From an optimization exercise on the open Yosys and OpenROAD flow, aimed at small area; shortcuts taken in it are not production practice.
At most, simulation tests tie the RTL to the original design; equivalence was not proved.
Power and IR drop assume default switching activity.

Design timerWrapper, start of the top module:
module timerWrapper(PCLK, PENABLE, PSEL, PRESETN, PWRITE, PREADY, PSLVERR,
                    PADDR, PWDATA, PRDATA);
Size: ~99 flip-flops, ~79 I/O pins.
export LEC_CHECK = 0
export CAP_MARGIN = 20
export CORE_MARGIN = 2
export CORE_UTILIZATION = 40
export CTS_BUF_LIST = sky130_fd_sc_hd__clkbuf_8
export CTS_CLUSTER_DIAMETER = 100
export CTS_CLUSTER_SIZE = 30
export GPL_TIMING_DRIVEN = 0
export SLEW_MARGIN = 20
create_clock -name core_clock -period 3.0 [get_ports {PCLK}]
run.sh (not shown) runs the stock make flow with config.mk's settings and CLKGATE_MAP_FILE= SYNTH_SCRIPT=/design/flow/synth_recipe.tcl, a recipe that flattens the netlist after the stock synthesis.
The baseline finished clean.
Change:
CTS_BUF_LIST = sky130_fd_sc_hd__clkbuf_4 sky130_fd_sc_hd__clkbuf_8   (was sky130_fd_sc_hd__clkbuf_8)
CTS_CLUSTER_DIAMETER = default   (was 100)
CTS_CLUSTER_SIZE = default   (was 30)
Result:
- cell area stays flat
- sequential share of layout area barely changes
- setup slack gains 0.013 ns
- routed wire length falls by 0.44%
- global-route usage is unchanged
- area after synthesis stays the same
- critical path depth is unchanged
- via count hardly moves
- synthesized cell count does not change
- non-clock buffer count does not change
- first-iteration DRC count is unchanged
Change:
GPL_TIMING_DRIVEN = default   (was 0)
After rerunning:
- cell area barely changes
- via count came out lower by 3.2%
- global-route usage came out lower by 2.3 points
- utilization hardly moves
- hold slack gets better by 0.022 ns
- area after synthesis stays the same
- sequential cell count does not change
- clock skew came out higher by 0.0032 ns
- non-clock buffer count came out lower by 9
Change:
CTS_BUF_LIST = default   (was sky130_fd_sc_hd__clkbuf_4 sky130_fd_sc_hd__clkbuf_8)
- final area goes up by 1.4%
- first-iteration DRC count rose by 4.3%
- synthesized cell count is unchanged
- global-route usage barely changes
- wire length hardly moves
- critical path depth is higher by 1
- setup slack hardly moves
Function was not checked in any run of this note: the RTL went through the layout flow alone.

========
The RTL this note starts from:
==> flow/design.v <==
module tm_nand2(input a, input b, output y);
  assign y = ~(a & b);
endmodule
module tm_nand3(input a, input b, input c, output y);
  assign y = ~(a & b & c);
endmodule
module tm_nand4(input a, input b, input c, input d, output y);
  assign y = ~(a & b & c & d);
endmodule
module tm_nor2(input a, input b, output y);
  assign y = ~(a | b);
endmodule
module tm_nor4(input a, input b, input c, input d, output y);
  assign y = ~(a | b | c | d);
endmodule
module tm_and4(input a, input b, input c, input d, output y);
  assign y = a & b & c & d;
endmodule
module tm_or2(input a, input b, output y);
  assign y = a | b;
endmodule
module tm_carry4(input cin, input [2:0] rn, output [3:1] t);
  assign t[1] = ~(cin | rn[0]);
  assign t[2] = ~(cin | rn[0] | rn[1]);
  assign t[3] = ~(cin | rn[0] | rn[1] | rn[2]);
endmodule
module tm_cnt_bit(input rn, input t, input d, input wr, input keep, input ovfn,
                  output yn, output e);
  wire x = ~(rn ^ t);           
  assign yn = ~((wr & d) | (keep & x));
  assign e = x ^ ovfn;
endmodule
module tm_cnt_bitn(input rn, input tn, input d, input wr, input keep, input ovfn,
                   output yn, output e);
  wire x = rn ^ tn;
  assign yn = ~((wr & d) | (keep & x));
  assign e = x ^ ovfn;
endmodule
module tm_rd_bit(input on, input cn, input rn, input so, input sc, input sr,
                 output y);
  assign y = ~((on & so) | (rn & sr) | (cn & sc));
endmodule
module timerWrapper(PCLK, PENABLE, PSEL, PRESETN, PWRITE, PREADY, PSLVERR,
                    PADDR, PWDATA, PRDATA);
input PCLK, PENABLE, PSEL, PRESETN, PWRITE;
input  [31:0] PWDATA;
input  [7:0] PADDR;
output [31:0] PRDATA;
output PREADY, PSLVERR;
assign PREADY = 1'b1;
assign PSLVERR = 1'b0;
reg [31:0] ovf_n;          
reg [31:0] ctrl_n;         
reg [31:0] cnt_n;          
reg        cnt_inc;        
reg        cnt_zero;       
reg        overflowReset;  
wire wr     = PSEL & PENABLE & PWRITE;
wire wr_ovf = wr & ~PADDR[3] & ~PADDR[2];
wire wr_cnt = wr & ~PADDR[3] &  PADDR[2];
wire wr_ctl = wr &  PADDR[3] & ~PADDR[2];
wire [31:0] wdata_n;
genvar i;
generate
  for (i = 0; i < 32; i = i + 1) begin : wd
    tm_nand2 u(.a(PWDATA[i]), .b(PRESETN), .y(wdata_n[i]));
  end
endgenerate
wire [6:0] bp;
wire [7:0] bcn;
wire       g03, g46n;
generate
  for (i = 0; i < 7; i = i + 1) begin : prop
    tm_nor4 u_p(.a(cnt_n[4*i]), .b(cnt_n[4*i+1]), .c(cnt_n[4*i+2]),
                .d(cnt_n[4*i+3]), .y(bp[i]));
  end
endgenerate
assign bcn[0] = ~cnt_inc;
tm_nand2 u_bc1(.a(cnt_inc), .b(bp[0]), .y(bcn[1]));
tm_nand3 u_bc2(.a(cnt_inc), .b(bp[0]), .c(bp[1]), .y(bcn[2]));
tm_nand4 u_bc3(.a(cnt_inc), .b(bp[0]), .c(bp[1]), .d(bp[2]), .y(bcn[3]));
tm_and4  u_g03(.a(bp[0]), .b(bp[1]), .c(bp[2]), .d(bp[3]), .y(g03));
tm_nand2 u_bc4(.a(cnt_inc), .b(g03), .y(bcn[4]));
tm_nand3 u_bc5(.a(cnt_inc), .b(g03), .c(bp[4]), .y(bcn[5]));
tm_nand4 u_bc6(.a(cnt_inc), .b(g03), .c(bp[4]), .d(bp[5]), .y(bcn[6]));
tm_nand3 u_g46(.a(bp[4]), .b(bp[5]), .c(bp[6]), .y(g46n));
tm_or2   u_bc7(.a(bcn[4]), .b(g46n), .y(bcn[7]));
wire        keep = ~wr_cnt & ~cnt_zero;
wire [31:0] cnt_d_n;
wire [31:0] eq;
generate
  for (i = 0; i < 8; i = i + 1) begin : blk
    wire [3:1] t;
    tm_carry4 u_c(.cin(bcn[i]), .rn(cnt_n[4*i+2:4*i]), .t(t));
    tm_cnt_bitn u_b0(.rn(cnt_n[4*i]), .tn(bcn[i]), .d(PWDATA[4*i]), .wr(wr_cnt),
                     .keep(keep), .ovfn(ovf_n[4*i]), .yn(cnt_d_n[4*i]),
                     .e(eq[4*i]));
    tm_cnt_bit u_b1(.rn(cnt_n[4*i+1]), .t(t[1]), .d(PWDATA[4*i+1]), .wr(wr_cnt),
                    .keep(keep), .ovfn(ovf_n[4*i+1]), .yn(cnt_d_n[4*i+1]),
                    .e(eq[4*i+1]));
    tm_cnt_bit u_b2(.rn(cnt_n[4*i+2]), .t(t[2]), .d(PWDATA[4*i+2]), .wr(wr_cnt),
                    .keep(keep), .ovfn(ovf_n[4*i+2]), .yn(cnt_d_n[4*i+2]),
                    .e(eq[4*i+2]));
    tm_cnt_bit u_b3(.rn(cnt_n[4*i+3]), .t(t[3]), .d(PWDATA[4*i+3]), .wr(wr_cnt),
                    .keep(keep), .ovfn(ovf_n[4*i+3]), .yn(cnt_d_n[4*i+3]),
                    .e(eq[4*i+3]));
  end
endgenerate
wire [7:0] eqn1;
wire [3:0] eq2;
wire [1:0] eqn3;
wire       eq_all;
generate
  for (i = 0; i < 8; i = i + 1) begin : cmp1
    tm_nand4 u(.a(eq[4*i]), .b(eq[4*i+1]), .c(eq[4*i+2]), .d(eq[4*i+3]), .y(eqn1[i]));
  end
  for (i = 0; i < 4; i = i + 1) begin : cmp2
    tm_nor2 u(.a(eqn1[2*i]), .b(eqn1[2*i+1]), .y(eq2[i]));
  end
  for (i = 0; i < 2; i = i + 1) begin : cmp3
    tm_nand2 u(.a(eq2[2*i]), .b(eq2[2*i+1]), .y(eqn3[i]));
  end
endgenerate
tm_nor2 u_cmp4(.a(eqn3[0]), .b(eqn3[1]), .y(eq_all));
wire hit = cnt_zero ? &ovf_n : eq_all;
always @(posedge PCLK) begin
  if (wr_ovf | ~PRESETN) ovf_n  <= wdata_n;
  if (wr_ctl | ~PRESETN) ctrl_n <= wdata_n;
  cnt_n <= cnt_d_n;
end
always @(posedge PCLK) begin
  if (~PRESETN) begin
    cnt_inc       <= 1'b0;
    cnt_zero      <= 1'b1;
    overflowReset <= 1'b0;
  end else begin
    overflowReset <= wr_ovf;
    if (overflowReset) begin
      cnt_inc  <= 1'b0;
      cnt_zero <= 1'b1;
    end else if (wr_cnt | ctrl_n[0]) begin
      cnt_inc  <= 1'b0;
      cnt_zero <= 1'b0;
    end else begin
      cnt_inc  <= ~hit;
      cnt_zero <= hit;
    end
  end
end
wire sel_ovf = ~PADDR[3] & ~PADDR[2];
wire sel_cnt = ~PADDR[3] &  PADDR[2];
wire sel_ctl =  PADDR[3];
generate
  for (i = 0; i < 32; i = i + 1) begin : rd
    tm_rd_bit u_r(.on(ovf_n[i]), .cn(ctrl_n[i]), .rn(cnt_n[i]),
                  .so(sel_ovf), .sc(sel_ctl), .sr(sel_cnt), .y(PRDATA[i]));
  end
endgenerate
endmodule
Settings: LEC_CHECK=0, CAP_MARGIN=20, CORE_MARGIN=2, CORE_UTILIZATION=40, CTS_BUF_LIST=sky130_fd_sc_hd__clkbuf_4 sky130_fd_sc_hd__clkbuf_8, GPL_TIMING_DRIVEN=0, SLEW_MARGIN=20, SYNTH_HIERARCHICAL=1; clock period 3.0 ns.
The first run passed the timing, DRC and antenna checks.
Then changed:
==> flow/flow/run.sh (new file) <==
#!/bin/bash
# The standard layout (standard.sh), with three changes after the standard
# synthesis: port buffers use the smallest buffer cell, repair may not use the
# largest buffers, and clock tree synthesis adds no dummy loads.
set -euo pipefail
HERE=$(pwd)
bash standard.sh synth > synth.log 2>&1
export BUFFER_PORTS_ARGS="-buffer_cell sky130_fd_sc_hd__buf_1"
for s in FLOORPLAN GLOBAL_PLACE RESIZE REPAIR_TIMING_POST_PLACE CTS GLOBAL_ROUTE DETAIL_PLACE; do
  export PRE_${s}_TCL="$HERE/flow/dontuse.tcl"
done
export CTS_ARGS="-sink_clustering_enable -repair_clock_nets -dont_use_dummy_load -sink_clustering_size 24 -buf_list sky130_fd_sc_hd__clkbuf_8"
export RECOVER_POWER=100
bash standard.sh finish > layout.log 2>&1
==> flow/flow/dontuse.tcl (new file) <==
# Keep repair from picking the largest buffer cells; trees of smaller ones do.
catch {
  set_dont_use {sky130_fd_sc_hd__buf_16 sky130_fd_sc_hd__buf_12 sky130_fd_sc_hd__buf_8 sky130_fd_sc_hd__buf_6 sky130_fd_sc_hd__bufbuf_16 sky130_fd_sc_hd__bufbuf_8}
}
==> flow/standard.sh (new file) <==
#!/bin/bash
# synth_recipe.tcl (not shown) runs the flow's synth.tcl, then flattens the netlist and writes it again
# the make line also repeats each setting of config.mk as NAME=value (left out here)
make -C /OpenROAD-flow-scripts/flow DESIGN_CONFIG=/design/flow/config.mk WORK_HOME=/design/flow/orfs CLKGATE_MAP_FILE= SYNTH_SCRIPT=/design/flow/synth_recipe.tcl "${@:-finish}"
CORE_UTILIZATION = 60   (was 40)
removed: flow/run.sh
Effect:
- The new run finished with timing, DRC and antenna clean
- combinational power decreases by a quarter to a third
- wire length drops by a few percent
- synthesized cell count stays the same
- maximum frequency climbs slightly
- via count goes up by a few percent
Then changed:
--- a/flow/flow/run.sh
+++ b/flow/flow/run.sh
@@ -10,5 +10,4 @@
   export PRE_${s}_TCL="$HERE/flow/dontuse.tcl"
 done
-export CTS_ARGS="-sink_clustering_enable -repair_clock_nets -dont_use_dummy_load -sink_clustering_size 24 -buf_list sky130_fd_sc_hd__clkbuf_8"
-export RECOVER_POWER=100
+export CTS_ARGS="-sink_clustering_enable -repair_clock_nets -dont_use_dummy_load -buf_list sky130_fd_sc_hd__clkbuf_8"
 bash standard.sh finish > layout.log 2>&1
CORE_UTILIZATION = 40   (was 60)
The new run completed without violations.
Routed wire length climbs by 6.6%.
Power climbs by 0.54%.
Core utilization drops by 23 points.
Area after synthesis does not change.
Sequential power stays flat.
Setup slack gains 0.048 ns.
Synthesized cell count stays the same.
Die area climbs by 48%.
Then changed:
--- a/flow/flow/run.sh
+++ b/flow/flow/run.sh
@@ -10,4 +10,5 @@
   export PRE_${s}_TCL="$HERE/flow/dontuse.tcl"
 done
-export CTS_ARGS="-sink_clustering_enable -repair_clock_nets -dont_use_dummy_load -buf_list sky130_fd_sc_hd__clkbuf_8"
+export CTS_ARGS="-sink_clustering_enable -repair_clock_nets -dont_use_dummy_load -sink_clustering_size 10 -buf_list {sky130_fd_sc_hd__clkbuf_4 sky130_fd_sc_hd__clkbuf_8}"
+export RECOVER_POWER=100
 bash standard.sh finish > layout.log 2>&1
CAP_MARGIN = 5   (was 20)
CORE_UTILIZATION = 50   (was 40)
CTS_BUF_LIST = default   (was sky130_fd_sc_hd__clkbuf_4 sky130_fd_sc_hd__clkbuf_8)
SLEW_MARGIN = 5   (was 20)
Result: Worst hold slack gets better by 0.015 ns. Worst setup slack gets better by 0.062 ns. Wire length went down by 3.3%. Global-route usage went up by 3.7 points. Maximum frequency went up by 2.2%. Design area went down by about 2.3%. Non-clock buffer count went down by 8. Via count went up by about 0.4%. Total power went down by about 0.6%.
Then changed:
CAP_MARGIN = 20   (was 5)
CTS_BUF_LIST = sky130_fd_sc_hd__clkbuf_4 sky130_fd_sc_hd__clkbuf_8   (was default)
SLEW_MARGIN = 20   (was 5)
Result: The changed run finished with timing, DRC and antenna clean. Global-route usage barely changes. Clock-buffer cell count does not change. Worst setup slack degrades by 0.024 ns.
Then changed:
--- a/flow/flow/run.sh
+++ b/flow/flow/run.sh
@@ -10,5 +10,5 @@
   export PRE_${s}_TCL="$HERE/flow/dontuse.tcl"
 done
-export CTS_ARGS="-sink_clustering_enable -repair_clock_nets -dont_use_dummy_load -sink_clustering_size 10 -buf_list {sky130_fd_sc_hd__clkbuf_4 sky130_fd_sc_hd__clkbuf_8}"
+export CTS_ARGS="-sink_clustering_enable -repair_clock_nets -dont_use_dummy_load -buf_list sky130_fd_sc_hd__clkbuf_8"
 export RECOVER_POWER=100
 bash standard.sh finish > layout.log 2>&1
The changed run finished clean.
Synthesized area stays the same.
Sequential share of layout area is unchanged.
Clock skew stays the same.
Worst hold slack stays the same.
Wire length stays the same.
Worst setup slack stays the same.
Count of clock-buffer cells in the layout is unchanged.
Critical path depth does not change.
Die area does not change.
Cell area stays the same.
Global-route usage stays the same.

-- separate check: timing with driven ports --
In the flow no input, the clock included, has a driving cell. The finished layouts below were timed again as built, in two steps. Step 1, drivers: a clkbuf_16 drives PCLK and a buf_2 each remaining input, both assumed. Step 2 moves the port delays by t, midway between the first and last clock arrival at a register: inputs arrive t later, outputs are due t later. That takes back most of the time a late clock gives input paths. Slacks: ideal ports / drivers / drivers and shift; pairs: ideal ports / drivers.
run	t, ns	slack for setup (ns)	worst setup path after step 2	worst slew at a driven data input, ns
the first run of note 1	0.429	0.178 / 0.176 / 0.176	input to output	0.04
the second run of note 1	0.427	0.191 / 0.178 / 0.178	input to output	0.04
the third run of note 1	0.418	0.187 / 0.187 / 0.187	register to register	0.04
the fourth run of note 1	0.388	0.188 / 0.188 / 0.188	register to register	0.04
the first run of note 2	0.379	0.083 / 0.055 / 0.055	input to output	0.05
the second run of note 2	0.382	0.092 / 0.068 / -0.219	input to register	0.03
the third run of note 2	0.385	0.141 / 0.116 / 0.116	input to output	0.04
the fourth run of note 2	0.376	0.203 / 0.180 / -0.009	input to register	0.04
the fifth run of note 2	0.378	0.179 / 0.155 / -0.178	input to register	0.04
the sixth run of note 2	0.378	0.179 / 0.155 / -0.178	input to register	0.04
With both steps, setup timing fails in the second run of note 2, the fourth run of note 2, the fifth run of note 2 and the sixth run of note 2, where it was met with ideal ports.
